Source: an optimization exercise on an open RTL-to-GDS flow (aim: small area and a short achievable clock period). Production flows keep margins and buffers that such runs may drop.
RTL that was checked went through simulation tests only; none was proved equivalent to the original.
Function not checked in runs 5 to 7: the RTL went through the layout flow alone.
No activity file was given, so power comes from the tool's default toggle rates.

===== flow/config.mk =====
export PLATFORM = sky130hd
export DESIGN_NAME = Radix_2_div
export DESIGN_NICKNAME = Radix_2_div
export VERILOG_FILES = /design/flow/design.v
export SDC_FILE = /design/flow/constraint.sdc
export NUM_CORES = 4
export LEC_CHECK = 0
export ABC_AREA = 1
export CAP_MARGIN = 20
export CORE_MARGIN = 2
export CORE_UTILIZATION = 40
export CTS_BUF_LIST = sky130_fd_sc_hd__clkbuf_8
export CTS_CLUSTER_DIAMETER = 60
export CTS_CLUSTER_SIZE = 16
export PLACE_DENSITY = 0.75
export SETUP_SLACK_MARGIN = 1.7
export SLEW_MARGIN = 20

===== flow/constraint.sdc =====
create_clock -name core_clock -period 4.0 [get_ports {clock}]
set_input_delay 0.8000 -clock core_clock [delete_from_list [all_inputs] [get_ports {clock}]]
set_output_delay 0.8000 -clock core_clock [all_outputs]
set_load 0.01 [all_outputs]

===== flow/design.v =====
`timescale 1ns/1ps
module Radix_2_div #(
parameter[3:0]	DSIZE	= 15,
parameter[3:0]	PSIZE	= 15
)(
	input				clock,
	input				rst,
	input [DSIZE-1:0]	divisor,
	input [DSIZE-1:0]	dividend,
	output[PSIZE-1:0]	quotient,
	output[3:0]			quoexp
);
localparam [15:0] FOLD = 16'b0100_1001_0010_0000;
function integer pend;	 
	input integer t;
	integer k;
	begin
		pend = 1;
		for (k = 2; k <= t; k = k + 1)
			pend = FOLD[k] ? 1 : pend + 1;
	end
endfunction
function [14:0] srt_step;
	input [14:0] z;
	input pos, neg;
	input [13:0] d;
	reg [14:0] dx, x, g, p;
	reg [15:0] G, P, Gn, Pn;	 
	integer i, l;
	begin
		dx = {1'b1, d};
		x = z ^ dx;
		for (i = 0; i < 15; i = i + 1) begin
			g[i] = z[i] & (pos ? ~dx[i] : neg & dx[i]);
			p[i] = pos ? ~x[i] : (neg ? x[i] : z[i]);
		end
		G = {g, pos};
		P = {p, 1'b0};
		for (l = 1; l < 16; l = l * 2) begin
			Gn = G; Pn = P;
			for (i = 0; i < 16; i = i + 1)
				if (i & l) begin
					Gn[i] = G[i] | (P[i] & G[(i & ~(l-1)) - 1]);
					Pn[i] = P[i] & P[(i & ~(l-1)) - 1];
				end
			G = Gn; P = Pn;
		end
		srt_step = p ^ G[14:0];
	end
endfunction
reg	[14:0]	n1, d1;
always @(posedge clock) begin
	n1	<= dividend;
	d1	<= divisor;
end
reg	[3:0]	ne;
integer		k;
always @(*) begin
	ne = 4'd15;
	for (k = 0; k < 15; k = k + 1)
		if (d1[k]) ne = 14 - k;
end
wire [14:0]	nd = d1 << ne;
reg	[14*15-1:0]	Zf;	 
reg	[14:0]		Pf, Nf;	 
reg	[14*14-1:0]	Df;	 
reg	[15*4-1:0]	Ef;	 
reg	[15*15-1:0]	Bf;	 
reg	[15*15-1:0]	Lf;	 
always @(posedge clock) begin
	Zf[0 +: 15]	<= n1;
	Pf[0]		<= n1[14];
	Nf[0]		<= 1'b0;
	Df[0 +: 14]	<= nd[13:0];
	Ef[0 +: 4]	<= ne;
end
genvar t;
generate
for (t = 1; t <= 14; t = t + 1) begin: STEP
	wire [14:0]	Z	= (t == 1) ? Zf[0 +: 15] : {Zf[(t-1)*15 +: 14], 1'b0};
	wire		pos	= Pf[t-1];
	wire		neg	= Nf[t-1];
	wire [14:0]	S	= srt_step(Z, pos, neg, Df[(t-1)*14 +: 14]);
	always @(posedge clock) begin
		Ef[t*4 +: 4]	<= Ef[(t-1)*4 +: 4];
		Pf[t]			<= ~S[14] &  S[13];
		Nf[t]			<=  S[14] & ~S[13];
	end
	if (t < 14) begin: KEEPZ
		always @(posedge clock) begin
			Zf[t*15 +: 14]	<= S[13:0];
			Df[t*14 +: 14]	<= Df[(t-1)*14 +: 14];
		end
	end else begin: LASTZ
	end
	if (t == 1) begin: QFIRST
		always @(posedge clock) begin
			Bf[15 +: 1]	<= pos | neg;
			Lf[15 +: 1]	<= neg;
		end
	end else if (FOLD[t]) begin: QFOLD
		localparam integer P = pend(t-1);
		wire [t-2:0]	Bp	= Bf[(t-1)*15 +: t-1];
		wire [P-1:0]	Lp	= Lf[(t-1)*15 +: P];
		wire [t-2:0]	Bn	= Bp - {Lp, 1'b0};
		always @(posedge clock) begin
			Bf[t*15 +: t]	<= {Bn, pos | neg};
			Lf[t*15 +: 1]	<= neg;
		end
	end else begin: QSHIFT
		localparam integer P = pend(t-1);
		always @(posedge clock) begin
			Bf[t*15 +: t]		<= {Bf[(t-1)*15 +: t-1], pos | neg};
			Lf[t*15 +: P+1]	<= {Lf[(t-1)*15 +: P], neg};
		end
	end
end
endgenerate
localparam integer PL = pend(14);
wire		pos0	= Pf[14];
wire		neg0	= Nf[14];
wire [14:0]	Qfin	= {Bf[14*15 +: 14], pos0 | neg0} - {Lf[14*15 +: PL], neg0, 1'b0};
reg	[4:0]	cnt;
always @(posedge clock, posedge rst) begin
	if (rst)			cnt	<= 5'd0;
	else if (!cnt[4])	cnt	<= cnt + 5'd1;
end
reg	[14:0]	Qu;
reg	[3:0]	exp;
always @(posedge clock, posedge rst) begin
	if (rst) begin
		Qu	<= 15'd0;
		exp	<= 4'd0;
	end else begin
		Qu	<= cnt[4] ? Qfin : 15'd0;
		exp	<= cnt[4] ? Ef[14*4 +: 4] : 4'd0;
	end
end
assign	quotient	= Qu;
assign	quoexp		= exp;
endmodule

===== flow/run.sh =====
#!/bin/bash
# synth_recipe.tcl (not shown) runs the flow's synth.tcl, then flattens the netlist and writes it again
# the make line also repeats each setting of config.mk as NAME=value (left out here)
make -C /OpenROAD-flow-scripts/flow DESIGN_CONFIG=/design/flow/config.mk WORK_HOME=/design/flow/orfs CLKGATE_MAP_FILE= SYNTH_SCRIPT=/design/flow/synth_recipe.tcl finish

==> impl_metrics.env, run 1 <==
export IMPL_ant_nets=0
export IMPL_crit_arrival_ps=2680
export IMPL_htreeDepth=2
export IMPL_worst_pin_slew_ps=892
export IMPL_hold_start="Ef[46]$_DFF_P_"
export IMPL_hold_path_class="reg -> reg"
export IMPL_die_area_um2=67700
export IMPL_drive_gt1_share_pct=7.71
export IMPL_reg2reg_slack_ps=1840
export IMPL_grt_first_pass_wirelength_um=78400
export IMPL_clk_pin_slew_ps=100
export IMPL_synth_cells=3263
export IMPL_path_class="reg -> reg"
export IMPL_worstReg2RegEnd="STEP[9].Z[9]$_DFF_P_"
export IMPL_hold_depth=0
export IMPL_pin_count=51
export IMPL_ys_seq_elements=665
export IMPL_ir_drop_mv=0.317
export IMPL_power_frac_comb_pct=45.0
export IMPL_relSlewSlack_pct=40.4
export IMPL_cts_hold_buffers_added=0
export IMPL_rows=93
export IMPL_place_area_um2=27600
export IMPL_cap_viol_max_count=0
export IMPL_core_area_um2=64700
export IMPL_drc=0
export IMPL_avgSynthCellArea_um2=8.05
export IMPL_worstPathMaxFanout=14
export IMPL_period_minus_slack_ps=2160
export IMPL_dp_hpwl_um=35900
export IMPL_area_growth_pct=9.32
export IMPL_syn_nets=3352
export IMPL_setup_slack_ps=1840
export IMPL_cp_end_kind="flip-flop"
export IMPL_reg2reg_from="Pf[7]$_DFF_P_"
export IMPL_cts_tree="yes"
export IMPL_portBuffers=50
export IMPL_synth_flop_cell="dfxtp_1"
export IMPL_start_util_pct=40.6
export IMPL_pre_cts_ws_ps=1440
export IMPL_wire_per_inst_um=11.0
export IMPL_required_ps=4530
export IMPL_final_common_cell="nand2_1"
export IMPL_mappedNetlistArea_um2=26300
export IMPL_internal_power_w=0.0143
export IMPL_p_seq_share_pct=42.0
export IMPL_hold_viol_final=0
export IMPL_power_frac_clock_pct=13.1
export IMPL_skew_ps=21.3
export IMPL_clk_latency_ps=630
export IMPL_start_kind="flip-flop"
export IMPL_async_flop_share_pct=3.61
export IMPL_reg2reg_depth=14
export IMPL_rsz0062_at_grt="false"
export IMPL_status="complete, no violations"
export IMPL_antenna_found_initial=1
export IMPL_firstDrtPassIters=5
export IMPL_drtIter0Drc=827
export IMPL_numCtsBuffers=47
export IMPL_synth_edf_count=0
export IMPL_ys_types=50
export IMPL_cts_root_buf="clkbuf_8"
export IMPL_dr_total_vias=18800
export IMPL_finalSetupViolations=0
export IMPL_max_stage_delay_ps=320
export IMPL_design_area_um2=28700
export IMPL_final_cell_mix="880 x nand2_1, 621 x dfxtp_1, 460 x inv_1"
export IMPL_grt_pass1_vias=17900
export IMPL_fin_nets=3425
export IMPL_die_width_um=260
export IMPL_cts_sinks=665
export IMPL_slew_violations=0
export IMPL_period_share_pct=53.9
export IMPL_pwr_density_cell_nw_per_um2=829
export IMPL_viasPerCell=4.48
export IMPL_grtUsageTotal_pct=13.8
export IMPL_total_power_w=0.0238
export IMPL_worstHoldEndpoint="Ef[50]$_DFF_P_"
export IMPL_setup_tns_ps=0
export IMPL_yosysSeqAreaShare_pct=51.2
export IMPL_fillers=6241
export IMPL_p_sw_w=0.00955
export IMPL_clockBufferDepth=3
export IMPL_crit_slowest_cell="dfxtp_1"
export IMPL_max_freq_mhz=464
export IMPL_drt_wl_total_um=46200
export IMPL_path_cells="buf_6 > inv_6 > nand2_8 > nand2_1 > o21ai_1 > or2_2 > nand2_2 > o21ai_1 > a21oi_1 > nand2_2 > ha_2 > inv_1 > nand2_1 > xnor2_1"
export IMPL_place_congestion=0.862
export IMPL_fp_dieH_um=260
export IMPL_grt_overflow=0
export IMPL_grt_max_degree=25
export IMPL_yosys_warnings=1
export IMPL_swShare_pct=40.1
export IMPL_p_leak_nw=14.5
[state kept, by name (all words and copies together), names as in the netlist, 14 cells and up]
register               count
Pf                        14
Nf                        14
Qu                        15
d1                        15
STEP.genblk2.QFOLD.Bp     34
Ef                        60
n1                        15
Df                       196
STEP.Z                   197
Bf                        71
[how the worst max path moves through the flow]
| stage | from | end | slack (ps) | cells after the start |
|---|---|---|---|---|
| finish | Pf[7]$_DFF_P_ | STEP[9].Z[9]$_DFF_P_ | 1840 | 14 |
| global route | Pf[7]$_DFF_P_ | STEP[9].Z[9]$_DFF_P_ | 1680 | 14 |
| CTS | Pf[4]$_DFF_P_ | STEP[6].Z[9]$_DFF_P_ | 1710 | 13 |
| detailed placement | Pf[5]$_DFF_P_ | Pf[6]$_DFF_P_ | 1440 | 12 |
| global placement | Pf[5]$_DFF_P_ | Pf[6]$_DFF_P_ | 1530 | 12 |
| floorplan | STEP[1].Z[14]$_DFF_P_ | STEP[2].Z[9]$_DFF_P_ | 2050 | 13 |
[layout make-up]
| cell class | instances | area, um^2 | share of cell area [%] |
|---|---|---|---|
| Clock buffer | 50 | 688 | 2.40 |
| Inverter | 482 | 1840 | 6.42 |
| Sequential cell | 665 | 13500 | 47.0 |
| Multi-Input combinational cell | 2076 | 11000 | 38.2 |
| Antenna cell | 1 | 2.50 | 0.00872 |
| Clock inverter | 10 | 55.1 | 0.192 |
| Timing Repair Buffer | 64 | 593 | 2.07 |
| Tap cell | 855 | 1070 | 3.73 |
[critical path: cells and delay by family, from the launching register on]
family                   cells  cell delay (ps)
XOR/XNOR                     1              120
adder cells (fa/ha/maj)      1              220
AND/OR/NAND/NOR              6              760
flip-flops                   1              320
buffers and inverters        3              280
AO/OA/AOI/OAI                3              340
[cells by family after synthesis]
| kind of cell | count (synthesis) | synth area share (%) |
|---|---|---|
| adders and majority gates | 57 | 2.86 |
| and+or+nand+nor | 1439 | 23.4 |
| muxes | 1 | 0.0381 |
| AOI/OAI and AO/OA | 407 | 8.97 |
| DFF | 665 | 51.2 |
| xor gates and xnor gates | 172 | 5.74 |
| buffers and inverters | 522 | 7.88 |
[per-layer routing]
layer | global-route usage, % | routed length [um] | vias up
met5 | 0 | 0 | -
met4 | 5.76 | 1770 | 0
met3 | 2.00 | 1300 | 121
met2 | 26.3 | 23300 | 214
met1 | 15.1 | 19800 | 8285
li1 | - | - | 10200
[synth_stat cells (all sizes together) (5+ instances only)]
master | instances | area share, %
or2 | 113 | 2.7
o21ai | 222 | 4.3
buf | 32 | 0.88
nor3 | 21 | 0.40
nand2 | 918 | 13
ha | 52 | 2.5
nand3 | 125 | 2.4
dfrtp | 24 | 2.3
xnor2 | 97 | 3.2
nor4 | 10 | 0.31
clkbuf | 8 | 0.11
xor2 | 75 | 2.5
nor2 | 220 | 3.2
nand3b | 19 | 0.54
o211ai | 25 | 0.77
a21boi | 22 | 0.63
inv | 479 | 6.8
fa | 5 | 0.38
o21a | 15 | 0.43
a21oi | 92 | 2.0
dfxtp | 641 | 49
a21o | 13 | 0.37
a31oi | 13 | 0.33
nand4 | 7 | 0.17
[repair_timing]
| item | in CTS | in global routing |
|---|---|---|
| setup buffers | 0 | 9 |
| pin swaps | 0 | 10 |
| setup endpoints to repair | 95 | 112 |
| gates resized for setup | 38 | 79 |
[per-stage QoR]
stage / std cells / hold slack, ps / utilization [%]
5_1_grt: 4203 / 328 / 44.4
6_report: 4203 / 321 / 44.4
4_1_cts: 4193 / 324 / 43.8
3_3_place_gp: 4133 / 310 / 42.7
2_1_floorplan: 3263 / 310 / -
3_5_place_dp: 4133 / 312 / 42.7
[power groups by stage]
| stage | clock, W | sequential (W) | combinational, W |
|---|---|---|---|
| final | 0.00311 | 0.00998 | 0.0107 |
| after global routing | 0.00348 | 0.0102 | 0.0125 |
| after CTS | 0.00323 | 0.00997 | 0.0105 |
| after detailed placement | 0 | 0.0101 | 0.0105 |
| after global placement | 0 | 0.0101 | 0.0102 |
| after floorplan | 0 | 0.00969 | 0.00861 |
==> run 2: changes to the inputs <==
--- a/flow/config.mk
+++ b/flow/config.mk
@@ -12,6 +12,6 @@
 export CTS_BUF_LIST = sky130_fd_sc_hd__clkbuf_8
 export CTS_CLUSTER_DIAMETER = 60
 export CTS_CLUSTER_SIZE = 16
-export PLACE_DENSITY = 0.75
-export SETUP_SLACK_MARGIN = 1.7
+export PLACE_DENSITY = 0.65
+export SETUP_SLACK_MARGIN = 1.75
 export SLEW_MARGIN = 20
==> run 2 against run 1 <==
Largest cell class unchanged. Utilization increased by 1.2 points. Die area unchanged. Still clean. Final area is 2.8% higher. Critical path depth fell by 13. Cell count grew 1.0%. Sequential share of layout area decreased by 1.3 points. Clock power grew 15%.
==> impl_metrics.env, run 2 <==
export IMPL_rows=93
export IMPL_crit_arrival_ps=1360
export IMPL_avgSynthCellArea_um2=8.05
export IMPL_final_common_cell="nand2_1"
export IMPL_syn_nets=3352
export IMPL_status="complete, no violations"
export IMPL_fin_cells=4245
export IMPL_numCtsBuffers=51
export IMPL_drt_wl_total_um=47200
export IMPL_multi_input_area_um2=11300
export IMPL_htreeDepth=2
export IMPL_synth_top_cell_area_share_pct=48.9
export IMPL_cts_hold_buffers_added=0
export IMPL_period_share_pct=54.0
export IMPL_max_stage_delay_ps=390
export IMPL_fillers=6305
export IMPL_relSlewSlack_pct=41.1
export IMPL_grtUsageTotal_pct=13.7
export IMPL_pin_count=51
export IMPL_start_kind="flip-flop"
export IMPL_pwr_density_cell_nw_per_um2=838
export IMPL_clk_latency_ps=670
export IMPL_max_freq_mhz=463
export IMPL_p_leak_nw=14.8
export IMPL_fin_hold_ws_ps=325
export IMPL_required_ps=3200
export IMPL_yosysMostFrequentCell="nand2_1"
export IMPL_portBuffers=50
export IMPL_drc=0
export IMPL_ys_seq_elements=665
export IMPL_fin_nets=3459
export IMPL_drtIter0Drc=771
export IMPL_design_area_um2=29500
export IMPL_period_minus_slack_ps=2160
export IMPL_worst_pin_slew_ps=882
export IMPL_synth_flop_cell="dfxtp_1"
export IMPL_dp_cells=4137
export IMPL_grt_overflow=0
export IMPL_dr_total_vias=19100
export IMPL_die_width_um=260
export IMPL_synth_cells=3263
export IMPL_hold_path_class="reg -> reg"
export IMPL_post_synth_top_area_cell="dfxtp_1"
export IMPL_cts_sinks=665
export IMPL_clk_pin_slew_ps=90
export IMPL_cp_end_kind="output port"
export IMPL_slew_violations=0
export IMPL_dp_hpwl_um=35600
export IMPL_worstPathMaxFanout=1
export IMPL_finalSetupViolations=0
export IMPL_cap_viol_max_count=0
export IMPL_reg2reg_from="Pf[8]$_DFF_P_"
export IMPL_largest_register_ffs=197
export IMPL_ir_drop_mv=0.342
export IMPL_rsz0062_at_grt="true"
export IMPL_viasPerCell=4.50
export IMPL_path_buf_inv=1
export IMPL_die_area_um2=67700
export IMPL_regArea_um2=13500
export IMPL_path_cells="dlygate4sd2_1"
export IMPL_synth_top_cells_by_count="890 x nand2_1, 641 x dfxtp_1, 453 x inv_1"
export IMPL_yosys_warnings=1
export IMPL_final_cell_mix="862 x nand2_1, 617 x dfxtp_1, 457 x inv_1"
export IMPL_crit_family="flip-flops"
export IMPL_wire_per_inst_um=11.1
export IMPL_cts_root_buf="clkbuf_8"
export IMPL_crit_slowest_cell="dfrtp_1"
export IMPL_setup_tns_ps=0
export IMPL_area_growth_pct=12.4
export IMPL_reg2reg_depth=14
export IMPL_cts_tree="yes"
export IMPL_synth_edf_count=0
export IMPL_grt_first_pass_wirelength_um=77600
export IMPL_hold_viol_final=0
export IMPL_place_congestion=0.826
export IMPL_hold_start="Bf[78]$_DFF_P_"
export IMPL_mappedNetlistArea_um2=26300
export IMPL_firstDrtPassIters=5
export IMPL_grt_pass1_vias=17400
export IMPL_start_util_pct=40.6
export IMPL_ys_types=50
export IMPL_synth_area_leaders="dfxtp_1 49%, nand2_1 13%, inv_1 6.5%, xnor2_1 3.2%, nor2_1 3.1%"
export IMPL_reg2reg_slack_ps=1870
export IMPL_utilization_pct=45.6
export IMPL_worstHoldEndpoint="Bf[94]$_DFF_P_"
export IMPL_fp_dieH_um=260
export IMPL_grt_max_degree=25
export IMPL_yosysSeqAreaShare_pct=51.2
export IMPL_ant_nets=0
export IMPL_path_class="reg -> out"
export IMPL_clockBufferDepth=3
export IMPL_antenna_found_initial=1
export IMPL_core_area_um2=64700
export IMPL_skew_ps=42.2
export IMPL_worstReg2RegEnd="STEP[10].Z[9]$_DFF_P_"
export IMPL_async_flop_share_pct=3.61
export IMPL_hold_depth=0
export IMPL_place_area_um2=27600
export IMPL_drive_gt1_share_pct=10.4
## run 2: worst max path at each step
stage | end | from | slack (ps) | depth (start not counted)
after detailed placement | Nf[6]$_DFF_P_ | Pf[5]$_DFF_P_ | 1460 | 13
after floorplan | STEP[2].Z[9]$_DFF_P_ | STEP[1].Z[14]$_DFF_P_ | 2050 | 13
after global routing | STEP[5].Z[11]$_DFF_P_ | Pf[3]$_DFF_P_ | 1670 | 17
after global placement | STEP[7].Z[13]$_DFF_P_ | Pf[5]$_DFF_P_ | 1520 | 11
final | quotient[8] | Qu[8]$_DFF_PP0_ | 1840 | 1
after CTS | quotient[3] | Qu[3]$_DFF_PP0_ | 1750 | 1
## run 2: cell families (layout without fill, tap and decap cells)
| group | after synthesis | count (layout) | share of synthesized area, % |
|---|---|---|---|
| AO/OA/AOI/OAI | 407 | 407 | 8.97 |
| XOR/XNOR | 172 | 172 | 5.74 |
| adder cells (fa/ha/maj) | 57 | 57 | 2.86 |
| buffers and inverters | 522 | 645 | 7.88 |
| flip-flops | 665 | 665 | 51.2 |
| multiplexers | 1 | 1 | 0.0381 |
| other | 0 | 1 | 0 |
| AND/OR/NAND/NOR | 1439 | 1442 | 23.4 |
## run 2: cell type report
type | count | area share (%)
Antenna cell | 1 | 0.00848
Multi-Input combinational cell | 2079 | 38.2
Tap cell | 855 | 3.62
Sequential cell | 665 | 45.7
Clock buffer | 55 | 2.56
Inverter | 482 | 6.44
Clock inverter | 17 | 0.670
Timing Repair Buffer | 91 | 2.76
## run 2: power breakdown
part | switching [W] | internal, W | total [W]
Clock | 0.00209 | 0.00148 | 0.00357
Combinational | 0.00670 | 0.00449 | 0.0112
Sequential | 0.00109 | 0.00888 | 0.00998
## run 2: metrics by stage
step / setup slack, ps / total power, W
4_1_cts: 1750 / 0.0242
3_3_place_gp: 1520 / 0.0204
6_report: 1840 / 0.0247
5_1_grt: 1670 / 0.0271
2_1_floorplan: 2050 / 0.0183
3_5_place_dp: 1460 / 0.0206
## run 2: layer usage
layer | global-route usage, % | up-vias | share of wire [%]
met3 | 2.32 | 76 | 3.1
met5 | 0 | - | 0
met2 | 25.0 | 188 | 49
li1 | - | 10300 | -
met4 | 4.02 | 0 | 2.4
met1 | 16.4 | 8542 | 45
## run 2: timing repair
item | in CTS | in global routing
buffers inserted | 0 | 29
endpoints found under the setup margin | 105 | 119
cloned | 0 | 6
resized for setup | 51 | 161
pin swaps | 1 | 34
hold endpoints to repair | 0 | 0
==> run 3: changes to the inputs <==
--- a/flow/config.mk
+++ b/flow/config.mk
@@ -8,10 +8,10 @@
 export ABC_AREA = 1
 export CAP_MARGIN = 20
 export CORE_MARGIN = 2
-export CORE_UTILIZATION = 40
+export CORE_UTILIZATION = 50
 export CTS_BUF_LIST = sky130_fd_sc_hd__clkbuf_8
 export CTS_CLUSTER_DIAMETER = 60
 export CTS_CLUSTER_SIZE = 16
-export PLACE_DENSITY = 0.65
+export PLACE_DENSITY = 0.75
 export SETUP_SLACK_MARGIN = 1.75
 export SLEW_MARGIN = 20
==> run 3 against run 2 <==
Die area decreased by 20%. Sequential share of layout area rose by 0.37 points. Sequential cell count did not move. Combinational power about the same. Largest cell class unchanged. Critical path type unchanged. Register-to-register slack got worse by 20 ps. First-iteration DRC count is 29% higher. Still clean. Final area is 0.85% lower. Maximum frequency grew 0.13%. Critical endpoint is now quotient[1]. Critical path depth unchanged.
==> impl_metrics.env, run 3 <==
export IMPL_cts_sinks=665
export IMPL_relSlewSlack_pct=43.4
export IMPL_hold_depth=0
export IMPL_worstReg2RegEnd="Pf[11]$_DFF_P_"
export IMPL_synth_cells=3263
export IMPL_firstDrtPassIters=5
export IMPL_p_leak_nw=14.8
export IMPL_pwr_density_cell_nw_per_um2=841
export IMPL_required_ps=3200
export IMPL_portBuffers=50
export IMPL_area_growth_pct=11.4
export IMPL_drt_wl_total_um=46700
export IMPL_ir_drop_mv=0.312
export IMPL_start_kind="flip-flop"
export IMPL_drtIter0Drc=991
export IMPL_numCtsBuffers=51
export IMPL_drc=0
export IMPL_synth_adder_area_share_pct=2.86
export IMPL_synth_top_cells_by_count="890 x nand2_1, 641 x dfxtp_1, 453 x inv_1"
export IMPL_max_stage_delay_ps=380
export IMPL_power_frac_clock_pct=14.1
export IMPL_yosys_area_share_simple_pct=23.4
export IMPL_rows=83
export IMPL_design_area_um2=29300
export IMPL_swShare_pct=40.2
export IMPL_synth_top_family_by_area="simple AND/OR/NAND/NOR gates"
export IMPL_core_area_um2=51600
export IMPL_crit_slowest_cell="dfrtp_1"
export IMPL_fp_dieH_um=233
export IMPL_clk_pin_slew_ps=110
export IMPL_place_congestion=0.842
export IMPL_worstPathMaxFanout=1
export IMPL_path_buf_inv=1
export IMPL_reg2reg_slack_ps=1850
export IMPL_ys_seq_elements=665
export IMPL_crit_start="Qu[1]$_DFF_PP0_"
export IMPL_skew_ps=41.7
export IMPL_die_width_um=233
export IMPL_endpoint="quotient[1]"
export IMPL_hold_viol_final=0
export IMPL_synth_compound_area_share_pct=8.97
export IMPL_grt_overflow=0
export IMPL_p_seq_share_pct=40.5
export IMPL_place_area_um2=27400
export IMPL_period_share_pct=53.9
export IMPL_cp_depth=1
export IMPL_period_minus_slack_ps=2160
export IMPL_cts_hold_buffers_added=0
export IMPL_yosysSeqAreaShare_pct=51.2
export IMPL_grt_first_pass_wirelength_um=76800
export IMPL_multi_input_area_um2=11300
export IMPL_max_freq_mhz=463
export IMPL_final_cell_mix="857 x nand2_1, 618 x dfxtp_1, 455 x inv_1"
export IMPL_clockBufferDepth=3
export IMPL_mappedNetlistArea_um2=26300
export IMPL_total_power_w=0.0246
export IMPL_cap_viol_max_count=0
export IMPL_post_synth_top_area_cell="dfxtp_1"
export IMPL_synth_top_cell_area_share_pct=48.9
export IMPL_worst_pin_slew_ps=847
export IMPL_final_common_cell="nand2_1"
export IMPL_synth_mux_area_share_pct=0.0381
export IMPL_ys_types=50
export IMPL_clk_latency_ps=680
export IMPL_avgSynthCellArea_um2=8.05
export IMPL_cts_root_buf="clkbuf_8"
export IMPL_dp_cells=3960
export IMPL_rsz0062_at_grt="true"
export IMPL_fin_nets=3462
export IMPL_setup_tns_ps=0
export IMPL_yosysMostFrequentCell="nand2_1"
export IMPL_crit_family="flip-flops"
export IMPL_cp_end_kind="output port"
export IMPL_dr_total_vias=19300
export IMPL_ant_nets=0
export IMPL_start_util_pct=50.9
export IMPL_synth_edf_count=0
export IMPL_pin_count=51
export IMPL_hold_start="n1[0]$_DFF_P_"
export IMPL_antenna_found_initial=1
export IMPL_power_frac_comb_pct=45.4
export IMPL_crit_arrival_ps=1360
export IMPL_syn_nets=3352
export IMPL_hold_path_class="reg -> reg"
export IMPL_reg2reg_from="Pf[10]$_DFF_P_"
export IMPL_finalSetupViolations=0
export IMPL_grtUsageTotal_pct=16.9
export IMPL_slew_violations=0
export IMPL_synth_flop_cell="dfxtp_1"
export IMPL_cts_tree="yes"
export IMPL_synth_area_leaders="dfxtp_1 49%, nand2_1 13%, inv_1 6.5%, xnor2_1 3.2%, nor2_1 3.1%"
export IMPL_status="complete, no violations"
export IMPL_drive_gt1_share_pct=10.5
export IMPL_reg2reg_depth=17
export IMPL_internal_power_w=0.0147
export IMPL_synthXorXnorAreaFrac_pct=5.74
export IMPL_fin_cells=4069
export IMPL_p_sw_w=0.00991
export IMPL_htreeDepth=2
export IMPL_async_flop_share_pct=3.61
export IMPL_wire_per_inst_um=11.5
export IMPL_grt_max_degree=25
export IMPL_dp_hpwl_um=34400
export IMPL_path_class="reg -> out"
export IMPL_regArea_um2=13500
export IMPL_path_cells="dlygate4sd2_1"
export IMPL_largest_register_ffs=197
export IMPL_grt_pass1_vias=17600
export IMPL_yosys_warnings=1
export IMPL_fillers=4520
export IMPL_die_area_um2=54400
export IMPL_viasPerCell=4.73
## run 3: worst min path at each step
stage                                     endpoint  slack, ps
3_3_place_gp   STEP[5].genblk2.QFOLD.Bp[3]$_DFF_P_        310
4_1_cts                             Ef[17]$_DFF_P_        300
6_report                      STEP[1].Z[0]$_DFF_P_        310
5_1_grt                             Ef[17]$_DFF_P_        310
2_1_floorplan                      Bf[121]$_DFF_P_        310
3_5_place_dp                       Bf[137]$_DFF_P_        310
## run 3: per-layer routing
| layer | vias up | wire [um] | global-route usage [%] |
|---|---|---|---|
| li1 | 10300 | - | - |
| met1 | 8567 | 20400 | 19.7 |
| met2 | 258 | 23200 | 30.9 |
| met3 | 104 | 1480 | 2.92 |
| met4 | 0 | 1530 | 6.33 |
| met5 | - | 0 | 0 |
## run 3: timing repair
| item | CTS | global route |
|---|---|---|
| resized for setup | 58 | 150 |
| endpoints found under the hold margin | 0 | 0 |
| gates cloned | 0 | 6 |
| setup endpoints to repair | 123 | 116 |
| buffers inserted | 0 | 34 |
| pin swaps | 0 | 32 |
## run 3: final cells by class
| type | instances | share of cell area [%] |
|---|---|---|
| sequential | 665 | 46.1 |
| multi-input combinational | 2079 | 38.6 |
| inverter | 482 | 6.46 |
| tap | 680 | 2.91 |
| timing repair buffer | 93 | 2.83 |
| clock buffer | 53 | 2.49 |
| clock inverter | 15 | 0.581 |
| timing repair inverter | 1 | 0.0299 |
| antenna | 1 | 0.00855 |
## run 3: cells by family (layout without fill, tap and decap cells)
group / count (synthesis) / count (layout)
AOI/OAI and AO/OA: 407 / 407
xor gates and xnor gates: 172 / 172
adders and majority gates: 57 / 57
buffers and inverters: 522 / 644
DFF: 665 / 665
muxes: 1 / 1
other: 0 / 1
and+or+nand+nor: 1439 / 1442
## run 3: power by group through the flow
stage / sequential, W / clock [W] / combinational [W]
4_1_cts: 0.00995 / 0.00358 / 0.0105
3_3_place_gp: 0.0100 / 0 / 0.0102
5_1_grt: 0.0102 / 0.00383 / 0.0129
6_report: 0.00997 / 0.00346 / 0.0112
2_1_floorplan: 0.00969 / 0 / 0.00861
3_5_place_dp: 0.0101 / 0 / 0.0104
## run 3: metrics by stage
stage,hold slack [ps],utilization (%),worst slack [ps]
final,314,56.7,1840
after global routing,308,56.7,1670
after CTS,301,55.0,1760
after detailed placement,312,53.1,1400
after global placement,310,53.1,1560
after floorplan,310,-,2050
==> run 4: changes to the inputs <==
--- a/flow/config.mk
+++ b/flow/config.mk
@@ -8,10 +8,10 @@
 export ABC_AREA = 1
 export CAP_MARGIN = 20
 export CORE_MARGIN = 2
-export CORE_UTILIZATION = 50
+export CORE_UTILIZATION = 40
 export CTS_BUF_LIST = sky130_fd_sc_hd__clkbuf_8
-export CTS_CLUSTER_DIAMETER = 60
-export CTS_CLUSTER_SIZE = 16
+export CTS_CLUSTER_DIAMETER = 70
+export CTS_CLUSTER_SIZE = 20
 export PLACE_DENSITY = 0.75
 export SETUP_SLACK_MARGIN = 1.75
 export SLEW_MARGIN = 20
==> run 4 against run 3 <==
Total power down 3.8%. Synthesized cell count unchanged. Setup slack better by 31 ps. Clock-buffer cell count down 12. Largest cell class unchanged. Combinational power about the same. Sequential share of layout area up 0.83 points. Cell count up 3.4%. Area after synthesis unchanged. Final area down 1.7%. Maximum frequency up 1.5%.
==> impl_metrics.env, run 4 <==
export IMPL_max_stage_delay_ps=320
export IMPL_rows=93
export IMPL_grt_met3_usage_pct=1.91
export IMPL_synth_cells=3263
export IMPL_clockBufferDepth=3
export IMPL_rsz0062_at_grt="true"
export IMPL_worstPathMaxFanout=14
export IMPL_avgSynthCellArea_um2=8.05
export IMPL_regArea_um2=13500
export IMPL_mappedNetlistArea_um2=26300
export IMPL_hold_viol_final=0
export IMPL_relSlewSlack_pct=40.8
export IMPL_worst_pin_slew_ps=886
export IMPL_drt_wl_total_um=46400
export IMPL_path_class="reg -> reg"
export IMPL_ant_nets=0
export IMPL_finalSetupViolations=0
export IMPL_grt_max_degree=25
export IMPL_required_ps=4510
export IMPL_cap_viol_max_count=0
export IMPL_start_util_pct=40.6
export IMPL_portBuffers=50
export IMPL_crit_slowest_cell="dfxtp_1"
export IMPL_die_width_um=260
export IMPL_synth_flop_cell="dfxtp_1"
export IMPL_synth_edf_count=0
export IMPL_fin_nets=3428
export IMPL_drive_gt1_share_pct=8.36
export IMPL_pin_count=51
export IMPL_drtIter0Drc=856
export IMPL_firstDrtPassIters=8
export IMPL_ys_types=50
export IMPL_period_share_pct=53.2
export IMPL_status="complete, no violations"
export IMPL_viasPerCell=4.49
export IMPL_cts_tree="yes"
export IMPL_post_synth_top_area_cell="dfxtp_1"
export IMPL_clk_latency_ps=620
export IMPL_multi_input_area_um2=11100
export IMPL_utilization_pct=44.5
export IMPL_grtUsageTotal_pct=13.7
export IMPL_wire_per_inst_um=11.0
export IMPL_pwr_density_cell_nw_per_um2=824
export IMPL_cp_end_kind="flip-flop"
export IMPL_crit_arrival_ps=2630
export IMPL_yosysSeqAreaShare_pct=51.2
export IMPL_numCtsBuffers=39
export IMPL_dp_hpwl_um=35900
export IMPL_p_leak_nw=14.5
export IMPL_setup_tns_ps=0
export IMPL_htreeDepth=2
export IMPL_max_freq_mhz=470
export IMPL_cts_sinks=665
export IMPL_core_area_um2=64700
export IMPL_largest_register_ffs=197
export IMPL_syn_nets=3352
export IMPL_start_kind="flip-flop"
export IMPL_cts_root_buf="clkbuf_8"
export IMPL_fin_hold_ws_ps=329
export IMPL_synth_top_cell_area_share_pct=48.9
export IMPL_final_common_cell="nand2_1"
export IMPL_drc=0
export IMPL_area_growth_pct=9.54
export IMPL_path_common_cell="nand2_1"
export IMPL_grt_overflow=0
export IMPL_total_power_w=0.0237
export IMPL_hold_path_class="reg -> reg"
export IMPL_fp_dieH_um=260
export IMPL_clk_pin_slew_ps=110
export IMPL_antenna_found_initial=1
export IMPL_final_cell_mix="878 x nand2_1, 615 x dfxtp_1, 459 x inv_1"
export IMPL_slew_violations=0
export IMPL_grt_busiest_layer="met2"
export IMPL_use_met1_pct=15.2
export IMPL_yosysMostFrequentCell="nand2_1"
export IMPL_yosys_warnings=1
export IMPL_place_congestion=0.862
export IMPL_skew_ps=21.5
export IMPL_async_flop_share_pct=3.61
export IMPL_ir_drop_mv=0.413
export IMPL_grt_pass1_vias=17800
export IMPL_period_minus_slack_ps=2130
export IMPL_die_area_um2=67700
export IMPL_synth_top_cells_by_count="890 x nand2_1, 641 x dfxtp_1, 453 x inv_1"
export IMPL_synth_area_leaders="dfxtp_1 49%, nand2_1 13%, inv_1 6.5%, xnor2_1 3.2%, nor2_1 3.1%"
export IMPL_dr_total_vias=18900
export IMPL_path_cells="buf_6 > inv_6 > nand2_8 > nand2_1 > o21ai_1 > or2_2 > nand2_2 > o21ai_2 > a21oi_2 > nand2_4 > ha_1 > inv_1 > nand2_1 > xnor2_1"
export IMPL_fillers=6253
export IMPL_ys_seq_elements=665
export IMPL_grt_util_met2_pct=26.1
export IMPL_grt_first_pass_wirelength_um=77800
-- run 4: cell counts after synthesis --
Identical to the previous run, type by type.
-- run 4: cell families after synthesis --
family | Yosys count | share of synthesized area (%)
AO/OA/AOI/OAI | 407 | 8.97
flip-flops | 665 | 51.2
buffers and inverters | 522 | 7.88
AND/OR/NAND/NOR | 1439 | 23.4
XOR/XNOR | 172 | 5.74
multiplexers | 1 | 0.0381
adder cells (fa/ha/maj) | 57 | 2.86
-- run 4: where the power goes --
group	switching, W	total [W]	internal, W	leakage [nW]
combinational	0.00656	0.0109	0.00431	8.47
clock	0.00192	0.00287	0.000951	0.339
sequential	0.00108	0.00996	0.00888	5.69
total	0.00956	0.0237	0.0141	14.5
-- run 4: path summary, 6_finish.rpt --
| path | slack, ps | startpoint | depth (start not counted) | end |
|---|---|---|---|---|
| setup / recovery | 1870 | Pf[7]$_DFF_P_ | 14 | STEP[9].Z[9]$_DFF_P_ |
| hold / removal | 330 | Ef[44]$_DFF_P_ | 0 | Ef[48]$_DFF_P_ |
| setup reg to reg | 1870 | Pf[7]$_DFF_P_ | 14 | STEP[9].Z[9]$_DFF_P_ |
| hold reg to reg | 330 | Ef[44]$_DFF_P_ | 0 | Ef[48]$_DFF_P_ |
| max in group asynchronous | 2790 | rst | 2 | exp[3]$_DFF_PP0_ |
| min in group asynchronous | 670 | rst | 2 | cnt[0]$_DFFE_PP0N_ |
-- run 4: per-stage QoR --
stage	std cells	area (um^2)	setup slack, ps
after floorplan	3263	26300	2050
after global placement	4133	27600	1530
after detailed placement	4133	27600	1440
after CTS	4185	28300	1760
after global routing	4207	28800	1670
final	4207	28800	1870
-- run 4: layer usage --
metal | vias to the layer above | share of wire, %
met2 | 220 | 51
met5 | - | 0
met1 | 8341 | 43
met4 | 0 | 3.4
met3 | 94 | 2.8
li1 | 10200 | -
-- run 4: area by class of cell --
type                            count  area share [%]
Timing Repair Buffer               74            2.31
Clock inverter                     11           0.196
Clock buffer                       41            1.96
Tap cell                          855            3.72
Sequential cell                   665            46.9
Multi-Input combinational cell   2076            38.4
Timing Repair inverter              1          0.0304
Inverter                          482            6.44
Antenna cell                        2          0.0174
-- run 4: critical path: cells and delay by family, from the launching register on --
kind	cells	cell delay [ps]
XOR/XNOR	1	120
AO/OA/AOI/OAI	3	340
buffers and inverters	3	290
flip-flops	1	320
AND/OR/NAND/NOR	6	740
adder cells (fa/ha/maj)	1	210
-- run 4: timing repair --
action | CTS | global route
setup buffers | 0 | 19
pin swaps | 2 | 12
hold buffers | 0 | 0
endpoints found under the setup margin | 117 | 116
cloned | 0 | 1
gates resized for setup | 49 | 95
==> run 5: changes to the inputs <==
--- a/flow/design.v
+++ b/flow/design.v
@@ -10,7 +10,7 @@
 	output[PSIZE-1:0]	quotient,
 	output[3:0]			quoexp
 );
-localparam [15:0] FOLD = 16'b0100_1001_0010_0000;
+localparam [15:0] FOLD = 16'b0010_0100_1001_0000;
 function integer pend;	 
 	input integer t;
 	integer k;
@@ -53,14 +53,15 @@
 	n1	<= dividend;
 	d1	<= divisor;
 end
-reg	[3:0]	ne;
-integer		k;
-always @(*) begin
-	ne = 4'd15;
-	for (k = 0; k < 15; k = k + 1)
-		if (d1[k]) ne = 14 - k;
-end
-wire [14:0]	nd = d1 << ne;
+wire [15:0]	y0 = {d1, 1'b0};
+wire		s3 = ~|y0[15:8];
+wire [15:0]	y1 = s3 ? {y0[7:0], 8'b0} : y0;
+wire		s2 = ~|y1[15:12];
+wire [15:0]	y2 = s2 ? {y1[11:0], 4'b0} : y1;
+wire		s1 = ~|y2[15:14];
+wire [15:0]	y3 = s1 ? {y2[13:0], 2'b0} : y2;
+wire		s0 = ~y3[15];
+wire [15:0]	y4 = s0 ? {y3[14:0], 1'b0} : y3;
 reg	[14*15-1:0]	Zf;	 
 reg	[14:0]		Pf, Nf;	 
 reg	[14*14-1:0]	Df;	 
@@ -71,8 +72,8 @@
 	Zf[0 +: 15]	<= n1;
 	Pf[0]		<= n1[14];
 	Nf[0]		<= 1'b0;
-	Df[0 +: 14]	<= nd[13:0];
-	Ef[0 +: 4]	<= ne;
+	Df[0 +: 14]	<= y4[14:1];
+	Ef[0 +: 4]	<= {s3, s2, s1, s0};
 end
 genvar t;
 generate
==> flow/config.mk (replaced) <==
export PLATFORM = sky130hd
export DESIGN_NAME = Radix_2_div
export DESIGN_NICKNAME = Radix_2_div
export VERILOG_FILES = /design/flow/design.v
export SDC_FILE = /design/flow/constraint.sdc
export NUM_CORES = 4
export LEC_CHECK = 0
export CAP_MARGIN = 20
export CORE_MARGIN = 2
export CORE_UTILIZATION = 40
export SLEW_MARGIN = 20
==> run 5 against run 4 <==
Via count rose by 9.8%. Non-clock buffer count increased by 22. Critical path depth fell by 3. Die area increased by 11%. Sequential power rose by about 10%. Utilization rose by 1.8 points. Still clean. Sequential cell count down 1. Largest cell class is now multi-input combinational cells.
==> impl_metrics.env, run 5 <==
export IMPL_status="complete, no violations"
export IMPL_place_area_um2=30600
export IMPL_yosys_warnings=1
export IMPL_post_cts_buffers=0
export IMPL_viasPerCell=5.03
export IMPL_final_common_cell="dfxtp_1"
export IMPL_synth_area_leaders="dfxtp_1 44%, xnor2_1 8.6%, mux2i_1 4.7%, a21oi_1 2.8%, nand2_1 2.7%"
export IMPL_dr_total_vias=20700
export IMPL_total_power_w=0.0292
export IMPL_cts_sinks=664
export IMPL_crit_family="compound AO/OA/AOI/OAI gates"
export IMPL_cts_resized=0
export IMPL_skew_ps=14.0
export IMPL_htreeDepth=3
export IMPL_ys_types=91
export IMPL_max_freq_mhz=286
export IMPL_finalSetupViolations=0
export IMPL_die_width_um=274
export IMPL_drc=0
export IMPL_pin_count=51
export IMPL_hold_path_class="reg -> reg"
export IMPL_start_kind="flip-flop"
export IMPL_hold_viol_final=0
export IMPL_yosysMostFrequentCell="dfxtp_1"
export IMPL_clk_pin_slew_ps=60
export IMPL_synth_top_cell_area_share_pct=44.1
export IMPL_fin_nets=3201
export IMPL_setup_tns_ps=0
export IMPL_yosysSeqAreaShare_pct=46.1
export IMPL_ys_seq_elements=664
export IMPL_path_class="reg -> reg"
export IMPL_async_flop_share_pct=3.61
export IMPL_fp_dieH_um=274
export IMPL_wire_per_inst_um=14.5
export IMPL_final_cell_mix="640 x dfxtp_1, 285 x xnor2_1, 213 x nand2_1"
export IMPL_slew_violations=0
export IMPL_portBuffers=50
export IMPL_synth_edf_count=0
export IMPL_crit_arrival_ps=4000
export IMPL_period_share_pct=87.5
export IMPL_mappedNetlistArea_um2=29100
export IMPL_pwr_density_cell_nw_per_um2=882
export IMPL_largest_register_ffs=197
export IMPL_path_buf_inv=0
export IMPL_numCtsBuffers=72
export IMPL_design_area_um2=33200
export IMPL_area_growth_pct=14.0
export IMPL_path_cells="and4b_1 > a311oi_1 > maj3_1 > o31ai_1 > maj3_2 > o211ai_1 > a41oi_1 > o31ai_2 > xnor2_1 > a21oi_1 > a21bo_1"
export IMPL_grtUsageTotal_pct=15.8
export IMPL_die_area_um2=74900
export IMPL_synth_top_cells_by_count="640 x dfxtp_1, 285 x xnor2_1, 213 x nand2_1"
export IMPL_rsz0062_at_grt="false"
export IMPL_max_stage_delay_ps=660
export IMPL_p_leak_nw=13.7
export IMPL_drive_gt1_share_pct=7.13
export IMPL_cap_viol_max_count=0
export IMPL_avgSynthCellArea_um2=9.50
export IMPL_synth_flop_cell="dfxtp_1"
export IMPL_ant_nets=0
export IMPL_cp_end_kind="flip-flop"
export IMPL_start_util_pct=40.5
export IMPL_ir_drop_mv=0.365
export IMPL_cts_root_buf="clkbuf_16"
export IMPL_antenna_found_initial=0
export IMPL_synth_cells=3060
export IMPL_place_congestion=0.832
export IMPL_dp_hpwl_um=43600
export IMPL_clk_latency_ps=610
export IMPL_required_ps=4500
export IMPL_drtIter0Drc=1083
export IMPL_worst_pin_slew_ps=914
export IMPL_drt_wl_total_um=59500
export IMPL_rows=98
export IMPL_grt_overflow=0
export IMPL_crit_slowest_cell="dfxtp_1"
export IMPL_core_area_um2=71700
export IMPL_grt_max_degree=26
export IMPL_cts_tree="yes"
export IMPL_syn_nets=3149
export IMPL_grt_first_pass_wirelength_um=98000
export IMPL_grt_pass1_vias=19800
export IMPL_firstDrtPassIters=5
export IMPL_period_minus_slack_ps=3500
export IMPL_n_antenna_cell=0
export IMPL_post_synth_top_area_cell="dfxtp_1"
export IMPL_clockBufferDepth=3
export IMPL_cts_hold_buffers_added=0
export IMPL_worstPathMaxFanout=16
export IMPL_relSlewSlack_pct=39.0
run 5: power by group:
part	switching (W)	total, W	leakage [nW]	internal (W)
logic	0.00571	0.0113	6.80	0.00556
clock network	0.00268	0.00697	1.24	0.00429
registers	0.00218	0.0110	5.67	0.00882
total	0.0106	0.0292	13.7	0.0187
run 5: logic make-up after synthesis:
kind of cell | share of synthesized area [%]
muxes | 5.53
DFF | 46.1
adders and majority gates | 4.97
buffers and inverters | 4.39
xor gates and xnor gates | 10.3
AOI/OAI and AO/OA | 14.1
and+or+nand+nor | 14.6
run 5: path summary, 6_finish.rpt:
path | start | to | slack (ps) | depth (start not counted)
worst max-delay path | Pf[2]$_DFF_P_ | Nf[3]$_DFF_P_ | 500 | 11
worst min-delay path | Ef[4]$_DFF_P_ | Ef[8]$_DFF_P_ | 320 | 0
worst max register to register | Pf[2]$_DFF_P_ | Nf[3]$_DFF_P_ | 500 | 11
worst min register to register | Ef[4]$_DFF_P_ | Ef[8]$_DFF_P_ | 320 | 0
max in group asynchronous | rst | Qu[6]$_DFF_PP0_ | 2740 | 2
min in group asynchronous | rst | Qu[0]$_DFF_PP0_ | 700 | 2
run 5: stage by stage:
| step | hold WS [ps] | worst slack [ps] | instances | util [%] |
|---|---|---|---|---|
| after CTS | 325 | 540 | 4120 | 46.2 |
| after floorplan | 310 | 864 | 3060 | - |
| after detailed placement | 312 | 567 | 3988 | 42.7 |
| after global placement | 310 | 585 | 3988 | 42.7 |
| final | 323 | 499 | 4120 | 46.2 |
| after global routing | 324 | 191 | 4120 | 46.2 |
run 5: worst register-to-register path, stage by stage (launching register included):
cell,delay (ps)
dfxtp_1,660
and4b_1,260
a311oi_1,230
maj3_1,250
o31ai_1,110
maj3_2,370
o211ai_1,220
a41oi_1,210
o31ai_2,500
xnor2_1,200
a21oi_1,170
a21bo_1,210
run 5: area by class of cell:
class / count / area (um^2)
Tap cell: 950 / 1190
Sequential cell: 664 / 13400
Multi-Input combinational cell: 2073 / 14400
Timing Repair Buffer: 96 / 846
Clock buffer: 107 / 2120
Fill cell: 6714 / 38600
Inverter: 205 / 769
Clock inverter: 25 / 422
run 5: routing by layer:
layer	routed length, um	GRT usage, %
met5	0	0
met3	1790	2.59
met1	27300	19.6
met4	1720	5.77
met2	28700	27.4
==> run 6: changes to the inputs <==
--- a/flow/design.v
+++ b/flow/design.v
@@ -38,11 +38,10 @@
 		P = {p, 1'b0};
 		for (l = 1; l < 16; l = l * 2) begin
 			Gn = G; Pn = P;
-			for (i = 0; i < 16; i = i + 1)
-				if (i & l) begin
-					Gn[i] = G[i] | (P[i] & G[(i & ~(l-1)) - 1]);
-					Pn[i] = P[i] & P[(i & ~(l-1)) - 1];
-				end
+			for (i = l; i < 16; i = i + 1) begin
+				Gn[i] = G[i] | (P[i] & G[i-l]);
+				Pn[i] = P[i] & P[i-l];
+			end
 			G = Gn; P = Pn;
 		end
 		srt_step = p ^ G[14:0];
==> run 6 against run 5 <==
Combinational power rose by 19%. Clock skew increased by 14 ps. Utilization decreased by 1.3 points. First-iteration DRC count increased by 70%. Area after synthesis is 18% higher. Cell count up 19%. Sequential power increased by 6%. Global-route usage up 0.63 points. Non-clock buffer count rose by 11. Critical endpoint is now STEP[11].Z[11]$_DFF_P_. Via count rose by 26%. Clock-buffer cell count is 6 lower. Still clean. Hold slack got worse by 6.5 ps.
==> impl_metrics.env, run 6 <==
export IMPL_status="complete, no violations"
export IMPL_firstDrtPassIters=8
export IMPL_setup_tns_ps=0
export IMPL_hold_depth=0
export IMPL_grtUsageTotal_pct=16.4
export IMPL_fillers=8283
export IMPL_swShare_pct=38.5
export IMPL_die_width_um=297
export IMPL_period_share_pct=83.5
export IMPL_numCtsBuffers=73
export IMPL_cts_hold_buffers_added=0
export IMPL_reg2reg_depth=9
export IMPL_rows=107
export IMPL_path_common_cell="a222oi_1"
export IMPL_pwr_density_cell_nw_per_um2=845
export IMPL_grt_pass1_vias=24600
export IMPL_cp_end_kind="flip-flop"
export IMPL_async_flop_share_pct=3.61
export IMPL_final_common_cell="dfxtp_1"
export IMPL_finalSetupViolations=0
export IMPL_ant_nets=0
export IMPL_yosysMostFrequentCell="dfxtp_1"
export IMPL_grt_overflow=0
export IMPL_area_growth_pct=11.3
export IMPL_max_stage_delay_ps=660
export IMPL_relSlewSlack_pct=37.4
export IMPL_rsz0062_at_grt="false"
export IMPL_antenna_found_initial=0
export IMPL_worstHoldEndpoint="STEP[7].genblk2.QFOLD.Bp[5]$_DFF_P_"
export IMPL_htreeDepth=3
export IMPL_grt_first_pass_wirelength_um=124000
export IMPL_viasPerCell=5.34
export IMPL_final_cell_mix="640 x dfxtp_1, 329 x xnor2_1, 280 x o21ai_0"
export IMPL_fin_nets=3756
export IMPL_cts_root_buf="clkbuf_16"
export IMPL_syn_nets=3869
export IMPL_wire_per_inst_um=15.2
export IMPL_ys_types=76
export IMPL_fin_hold_ws_ps=317
export IMPL_start_kind="flip-flop"
export IMPL_fin_cells=4909
export IMPL_grt_max_degree=32
export IMPL_crit_slowest_cell="a222oi_1"
export IMPL_clk_latency_ps=620
export IMPL_ir_drop_mv=0.371
export IMPL_hold_start="Bf[79]$_DFF_P_"
export IMPL_core_area_um2=85100
export IMPL_ys_seq_elements=664
export IMPL_p_leak_nw=14.4
export IMPL_hold_viol_final=0
export IMPL_cap_viol_max_count=0
export IMPL_crit_start="Pf[9]$_DFF_P_"
export IMPL_worstReg2RegEnd="STEP[11].Z[11]$_DFF_P_"
export IMPL_synth_top_cells_by_count="640 x dfxtp_1, 329 x xnor2_1, 280 x o21ai_0"
export IMPL_p_seq_share_pct=36.2
export IMPL_path_class="reg -> reg"
export IMPL_reg2reg_slack_ps=660
export IMPL_die_area_um2=88300
export IMPL_post_synth_top_area_cell="dfxtp_1"
export IMPL_place_congestion=0.835
export IMPL_n_antenna_cell=0
export IMPL_total_power_w=0.0323
export IMPL_required_ps=4480
export IMPL_avgSynthCellArea_um2=9.00
export IMPL_start_util_pct=40.4
export IMPL_drc=0
export IMPL_power_frac_clock_pct=21.9
export IMPL_reg2reg_from="Pf[9]$_DFF_P_"
export IMPL_clockBufferDepth=3
export IMPL_synth_top_cell_area_share_pct=37.3
export IMPL_dp_cells=4774
export IMPL_synth_flop_cell="dfxtp_1"
export IMPL_multi_input_area_um2=19200
export IMPL_p_sw_w=0.0124
export IMPL_synth_edf_count=0
export IMPL_synth_area_leaders="dfxtp_1 37%, xnor2_1 8.4%, maj3_1 4.5%, o21ai_0 4.1%, mux2i_1 4.0%"
export IMPL_fp_dieH_um=297
export IMPL_clk_pin_slew_ps=60
export IMPL_synth_cells=3819
export IMPL_yosysSeqAreaShare_pct=39.0
export IMPL_internal_power_w=0.0199
export IMPL_max_freq_mhz=300
export IMPL_period_minus_slack_ps=3340
export IMPL_mappedNetlistArea_um2=34400
export IMPL_regArea_um2=13400
export IMPL_skew_ps=28.5
export IMPL_worst_pin_slew_ps=937
export IMPL_worstPathMaxFanout=19
export IMPL_yosys_warnings=1
export IMPL_portBuffers=50
export IMPL_drt_wl_total_um=74800
export IMPL_cts_resized=0
export IMPL_cts_tree="yes"
export IMPL_cts_sinks=664
export IMPL_power_frac_comb_pct=41.8
export IMPL_crit_arrival_ps=3820
export IMPL_slew_violations=0
export IMPL_dp_hpwl_um=54000
export IMPL_dr_total_vias=26200
export IMPL_post_cts_buffers=0
export IMPL_drtIter0Drc=1841
export IMPL_drive_gt1_share_pct=6.37
export IMPL_pin_count=51
export IMPL_path_cells="or2_1 > and3_1 > a222oi_1 > inv_1 > maj3_2 > a222oi_1 > o21ai_1 > a222oi_1 > xnor2_1"
export IMPL_hold_path_class="reg -> reg"
export IMPL_largest_register_ffs=197
[run 6: worst max-delay path by stage]
| stage | endpoint | slack, ps |
|---|---|---|
| finish | STEP[11].Z[11]$_DFF_P_ | 660 |
| global route | STEP[12].Z[11]$_DFF_P_ | 360 |
| CTS | STEP[12].Z[11]$_DFF_P_ | 690 |
| detailed placement | STEP[12].Z[11]$_DFF_P_ | 700 |
| global placement | STEP[12].Z[11]$_DFF_P_ | 740 |
| floorplan | STEP[11].Z[11]$_DFF_P_ | 1220 |
[run 6: per-layer routing]
metal	global-route usage [%]	vias up	routed length [um]
li1	-	13300	-
met4	4.67	0	1620
met5	0	-	0
met1	21.8	12300	35600
met2	27.7	447	35100
met3	2.26	105	2440
[run 6: per-stage QoR]
step	setup slack (ps)	util [%]	instance area, um^2
after floorplan	1220	-	34400
after global placement	741	41.8	35600
after detailed placement	700	41.8	35600
after CTS	693	44.9	38200
after global routing	358	44.9	38300
final	662	44.9	38300
[run 6: layout make-up]
| type | instances | share of cell area, % |
|---|---|---|
| Tap cell | 1144 | 3.74 |
| Timing Repair Buffer | 107 | 2.48 |
| Multi-Input combinational cell | 2698 | 50.3 |
| Sequential cell | 664 | 35.1 |
| Inverter | 162 | 1.59 |
| Clock inverter | 33 | 1.43 |
| Clock buffer | 101 | 5.42 |
[run 6: kinds of logic after synthesis]
| kind of cell | Yosys count | share of synthesized area, % |
|---|---|---|
| buffers and inverters | 457 | 5.06 |
| AO/OA/AOI/OAI | 941 | 17.9 |
| XOR/XNOR | 430 | 12.0 |
| adder cells (fa/ha/maj) | 190 | 5.81 |
| flip-flops | 664 | 39.0 |
| multiplexers | 141 | 4.15 |
| AND/OR/NAND/NOR | 996 | 16.1 |
[run 6: power by group through the flow]
| stage | clock [W] | sequential, W | combinational [W] |
|---|---|---|---|
| 2_1_floorplan | 0 | 0.00993 | 0.0122 |
| 3_5_place_dp | 0 | 0.0118 | 0.0135 |
| 3_3_place_gp | 0 | 0.0118 | 0.0134 |
| 4_1_cts | 0.00728 | 0.0117 | 0.0136 |
| 6_report | 0.00710 | 0.0117 | 0.0135 |
| 5_1_grt | 0.00756 | 0.0121 | 0.0150 |
[run 6: worst max-delay path: cells and delay by family, from the launching register on]
family | cells | cell delay [ps]
buffers and inverters | 1 | 110
AO/OA/AOI/OAI | 4 | 1600
AND/OR/NAND/NOR | 2 | 540
adder cells (fa/ha/maj) | 1 | 340
flip-flops | 1 | 510
XOR/XNOR | 1 | 120
==> run 7: changes to the inputs <==
--- a/flow/design.v
+++ b/flow/design.v
@@ -21,15 +21,17 @@
 	end
 endfunction
 function [14:0] srt_step;
-	input [14:0] z;
-	input pos, neg;
+	input [15:0] z;
 	input [13:0] d;
+	reg pos, neg;
 	reg [14:0] dx, x, g, p;
 	reg [15:0] G, P, Gn, Pn;	 
 	integer i, l;
 	begin
+		pos = ~z[15] &  z[14];
+		neg =  z[15] & ~z[14];
 		dx = {1'b1, d};
-		x = z ^ dx;
+		x = z[14:0] ^ dx;
 		for (i = 0; i < 15; i = i + 1) begin
 			g[i] = z[i] & (pos ? ~dx[i] : neg & dx[i]);
 			p[i] = pos ? ~x[i] : (neg ? x[i] : z[i]);
@@ -62,36 +64,33 @@
 wire		s0 = ~y3[15];
 wire [15:0]	y4 = s0 ? {y3[14:0], 1'b0} : y3;
 reg	[14*15-1:0]	Zf;	 
-reg	[14:0]		Pf, Nf;	 
 reg	[14*14-1:0]	Df;	 
 reg	[15*4-1:0]	Ef;	 
 reg	[15*15-1:0]	Bf;	 
 reg	[15*15-1:0]	Lf;	 
+reg	[1:0]		Ztop;	 
 always @(posedge clock) begin
 	Zf[0 +: 15]	<= n1;
-	Pf[0]		<= n1[14];
-	Nf[0]		<= 1'b0;
 	Df[0 +: 14]	<= y4[14:1];
 	Ef[0 +: 4]	<= {s3, s2, s1, s0};
 end
 genvar t;
 generate
 for (t = 1; t <= 14; t = t + 1) begin: STEP
-	wire [14:0]	Z	= (t == 1) ? Zf[0 +: 15] : {Zf[(t-1)*15 +: 14], 1'b0};
-	wire		pos	= Pf[t-1];
-	wire		neg	= Nf[t-1];
-	wire [14:0]	S	= srt_step(Z, pos, neg, Df[(t-1)*14 +: 14]);
+	wire [15:0]	Z	= (t == 1) ? {1'b0, Zf[0 +: 15]} : {Zf[(t-1)*15 +: 15], 1'b0};
+	wire [14:0]	S	= srt_step(Z, Df[(t-1)*14 +: 14]);
+	wire		pos	= ~Z[15] &  Z[14];
+	wire		neg	=  Z[15] & ~Z[14];
 	always @(posedge clock) begin
 		Ef[t*4 +: 4]	<= Ef[(t-1)*4 +: 4];
-		Pf[t]			<= ~S[14] &  S[13];
-		Nf[t]			<=  S[14] & ~S[13];
 	end
 	if (t < 14) begin: KEEPZ
 		always @(posedge clock) begin
-			Zf[t*15 +: 14]	<= S[13:0];
+			Zf[t*15 +: 15]	<= S;
 			Df[t*14 +: 14]	<= Df[(t-1)*14 +: 14];
 		end
 	end else begin: LASTZ
+		always @(posedge clock) Ztop <= S[14:13];
 	end
 	if (t == 1) begin: QFIRST
 		always @(posedge clock) begin
@@ -117,8 +116,8 @@
 end
 endgenerate
 localparam integer PL = pend(14);
-wire		pos0	= Pf[14];
-wire		neg0	= Nf[14];
+wire		pos0	= ~Ztop[1] &  Ztop[0];
+wire		neg0	=  Ztop[1] & ~Ztop[0];
 wire [14:0]	Qfin	= {Bf[14*15 +: 14], pos0 | neg0} - {Lf[14*15 +: PL], neg0, 1'b0};
 reg	[4:0]	cnt;
 always @(posedge clock, posedge rst) begin
--- a/flow/config.mk
+++ b/flow/config.mk
@@ -8,4 +8,5 @@
 export CAP_MARGIN = 20
 export CORE_MARGIN = 2
 export CORE_UTILIZATION = 40
+export SETUP_SLACK_MARGIN = 2.0
 export SLEW_MARGIN = 20
==> run 7 against run 6 <==
Largest power group unchanged. Final area rose by 12%. Area after synthesis fell by 6.7%. Non-clock buffer count rose by 331. Highest routed layer unchanged. Still clean on timing, DRC and antenna. Die area fell by 6.6%. Sequential power fell by 5%. Synthesized cell count fell by 9.3%. Cell count fell by 0.33%. Combinational power rose by about 50%. Maximum frequency rose by 20%. Critical endpoint is now Zf[59]$_DFF_P_. Global-route usage rose by 1.8 points. Sequential share of layout area fell by 4.1 points.
==> impl_metrics.env, run 7 <==
export IMPL_status="complete, no violations"
export IMPL_cts_sinks=651
export IMPL_syn_nets=3554
export IMPL_swShare_pct=39.6
export IMPL_wl_met3_um=2410
export IMPL_drtIter0Drc=1350
export IMPL_dp_hpwl_um=49100
export IMPL_cts_root_buf="clkbuf_16"
export IMPL_path_class="reg -> reg"
export IMPL_yosysSeqAreaShare_pct=41.0
export IMPL_highest_signal_layer="met4"
export IMPL_die_area_um2=82500
export IMPL_max_freq_mhz=360
export IMPL_synth_edf_count=0
export IMPL_fp_dieH_um=287
export IMPL_power_frac_comb_pct=53.3
export IMPL_ys_types=96
export IMPL_crit_arrival_ps=3270
export IMPL_rows=103
export IMPL_power_frac_clock_pct=17.3
export IMPL_largest_register_ffs=210
export IMPL_drc=0
export IMPL_clk_pin_slew_ps=60
export IMPL_firstDrtPassIters=6
export IMPL_max_stage_delay_ps=390
export IMPL_antenna_found_initial=0
export IMPL_met2WireLength_um=39100
export IMPL_grt_first_pass_wirelength_um=126000
export IMPL_path_cells="inv_2 > ha_4 > and3b_1 > or3_4 > a221o_1 > a21oi_2 > o31ai_4 > a211o_1 > maj3_2 > xnor2_1"
export IMPL_worstPathMaxFanout=5
export IMPL_hold_viol_final=0
export IMPL_post_synth_top_area_cell="dfxtp_1"
export IMPL_p_leak_nw=17.1
export IMPL_hold_path_class="reg -> reg"
export IMPL_synth_flop_cell="dfxtp_1"
export IMPL_synth_cells=3464
export IMPL_start_kind="flip-flop"
export IMPL_mappedNetlistArea_um2=32100
export IMPL_drt_met1_wl_um=36400
export IMPL_grt_pass1_vias=24800
export IMPL_pin_count=51
export IMPL_cp_end_kind="flip-flop"
export IMPL_drt_wl_total_um=79400
export IMPL_final_common_cell="dfxtp_1"
export IMPL_pwr_density_cell_nw_per_um2=883
export IMPL_place_congestion=0.847
export IMPL_fin_nets=3879
export IMPL_cap_viol_max_count=0
export IMPL_ir_drop_mv=0.375
export IMPL_yosysMostFrequentCell="dfxtp_1"
export IMPL_avgSynthCellArea_um2=9.26
export IMPL_required_ps=4490
export IMPL_core_area_um2=79300
export IMPL_synth_area_leaders="dfxtp_1 39%, xnor2_1 7.2%, maj3_1 5.1%, mux2i_1 3.6%, xor2_1 3.3%"
export IMPL_ant_nets=0
export IMPL_worst_pin_slew_ps=739
export IMPL_cts_tree="yes"
export IMPL_wire_per_inst_um=16.2
export IMPL_internal_power_w=0.0229
export IMPL_clk_latency_ps=620
export IMPL_relSlewSlack_pct=50.2
export IMPL_viasPerCell=5.25
export IMPL_yosys_warnings=1
export IMPL_dr_total_vias=25700
export IMPL_htreeDepth=3
export IMPL_period_minus_slack_ps=2780
export IMPL_synth_top_cells_by_count="627 x dfxtp_1, 262 x xnor2_1, 214 x inv_1"
export IMPL_finalSetupViolations=0
export IMPL_design_area_um2=42900
export IMPL_place_area_um2=34500
export IMPL_grt_overflow=0
export IMPL_area_growth_pct=33.7
export IMPL_portBuffers=50
export IMPL_fillers=6708
export IMPL_clockBufferDepth=3
export IMPL_rsz0062_at_grt="true"
export IMPL_start_util_pct=40.5
export IMPL_async_flop_share_pct=3.69
export IMPL_period_share_pct=69.5
export IMPL_skew_ps=28.0
export IMPL_synth_top_cell_area_share_pct=39.1
export IMPL_p_sw_w=0.0150
export IMPL_die_width_um=287
export IMPL_final_cell_mix="564 x dfxtp_1, 254 x buf_4, 233 x xnor2_1"
export IMPL_grtUsageTotal_pct=18.2
export IMPL_slew_violations=0
export IMPL_p_seq_share_pct=29.3
export IMPL_ys_seq_elements=651
export IMPL_drive_gt1_share_pct=29.0
export IMPL_crit_slowest_cell="a221o_1"
export IMPL_grt_max_degree=25
export IMPL_numCtsBuffers=68
export IMPL_setup_tns_ps=0
run 7: cell types whose count changed after synthesis, moves of 27 or more:
cell	before	now
nand3_1	121	71
clkbuf_1	252	153
a222oi_1	32	2
o21ai_0	280	201
nor3b_1	38	5
ha_1	14	54
a21oi_1	166	128
xnor2_1	329	262
xor2_1	77	121
inv_1	160	214
nand2_1	201	148
o22ai_1	19	49
o211ai_1	42	10
o31ai_1	52	25
run 7: stage by stage:
stage | instances | worst slack [ps] | total power (W) | utilization (%) | hold slack [ps]
6_report | 4893 | 1220 | 0.0379 | 54.1 | 305
2_1_floorplan | 3464 | 1310 | 0.0228 | - | 310
3_5_place_dp | 4386 | 792 | 0.0259 | 43.5 | 312
5_1_grt | 4892 | 1110 | 0.0404 | 54.1 | 314
4_1_cts | 4798 | 1240 | 0.0361 | 51.8 | 307
3_3_place_gp | 4386 | 829 | 0.0258 | 43.5 | 310
run 7: area by class of cell:
cell class                 count  area [um^2]  share of cell area, %
timing repair inverter         1         8.76                 0.0204
timing repair buffer         438         4000                   9.32
clock buffer                  97         2000                   4.67
tap                         1050         1310                   3.06
antenna                        1         2.50                0.00583
clock inverter                26          374                  0.872
sequential                   651        13300                   31.0
inverter                     221          873                   2.04
multi-input combinational   2408        21000                   49.1
run 7: path summary, 6_finish.rpt:
kind	startpoint	endpoint	slack, ps	cells after the start
worst min register to register	Ef[53]$_DFF_P_	Ef[57]$_DFF_P_	310	0
min in group asynchronous	rst	Qu[2]$_DFF_PP0_	550	2
worst max register to register	Zf[43]$_DFF_P_	Zf[59]$_DFF_P_	1220	10
worst max-delay path	Zf[43]$_DFF_P_	Zf[59]$_DFF_P_	1220	10
worst min-delay path	Ef[53]$_DFF_P_	Ef[57]$_DFF_P_	310	0
max in group asynchronous	rst	Qu[8]$_DFF_PP0_	3050	2
run 7: timing repair:
item                       in CTS  in global routing
hold buffers                    0                  0
setup endpoints to repair     199                156
buffers inserted              279                 93
pin swaps                     217                174
gates cloned                   10                  1
resized for setup             487                258
run 7: power by group through the flow:
stage / Combinational, W / Sequential [W] / Clock [W]
floorplan: 0.0129 / 0.00990 / 0
global placement: 0.0147 / 0.0111 / 0
detailed placement: 0.0148 / 0.0111 / 0
CTS: 0.0184 / 0.0111 / 0.00672
global route: 0.0219 / 0.0114 / 0.00700
finish: 0.0202 / 0.0111 / 0.00657
run 7: routing by layer:
metal  track usage (%)  up-vias
li1                  -    12800
met1              24.1    12400
met2              31.4      386
met3              2.48      107
met4              4.41        0
met5                 0        -
run 7: critical path: cells and delay by family (launching register included):
family / cells / cell delay, ps
AO/OA/AOI/OAI: 4 / 1070
XOR/XNOR: 1 / 130
adder cells (fa/ha/maj): 2 / 490
buffers and inverters: 1 / 60
flip-flops: 1 / 360
AND/OR/NAND/NOR: 2 / 570
run 7: cell families after synthesis:
logic type               share of synthesized area, %
AO/OA/AOI/OAI                                    17.4
XOR/XNOR                                         10.8
buffers and inverters                            4.93
multiplexers                                     4.21
adder cells (fa/ha/maj)                          7.58
flip-flops                                       41.0
AND/OR/NAND/NOR                                  14.1

==> separate check: timing with driven ports <==
The results above use ideal ports. As a check the final layouts listed here were re-extracted and re-timed, cells and wires unchanged.
Step 1, drivers: a clkbuf_16 drives clock and a buf_2 each remaining input, both assumed.
Step 2 moves the port delays by t, midway between the first and last clock arrival at a register: inputs arrive t later, outputs are due t later. That takes back most of the time a late clock gives input paths.
a / b / c = no drivers / after step 1 / after step 2; a / b = the first two.
run | shift t [ns] | slack for setup (ns) | latest minus earliest clock arrival (ns) | worst slew at a driven data input, ns
run 1 | 0.675 | 1.844 / 1.839 / 1.844 | 0.032 / 0.032 | 0.05
run 2 | 0.707 | 1.839 / 1.784 / 1.868 | 0.052 / 0.052 | 0.04
run 3 | 0.718 | 1.842 / 1.788 / 1.851 | 0.042 / 0.043 | 0.05
run 4 | 0.659 | 1.874 / 1.858 / 1.874 | 0.031 / 0.031 | 0.06
run 5 | 0.657 | 0.499 / 0.499 / 0.499 | 0.019 / 0.019 | 0.05
run 6 | 0.669 | 0.662 / 0.662 / 0.662 | 0.030 / 0.030 | 0.05
run 7 | 0.660 | 1.219 / 1.219 / 1.219 | 0.031 / 0.032 | 0.05
After both steps setup and hold are still met in every run listed.
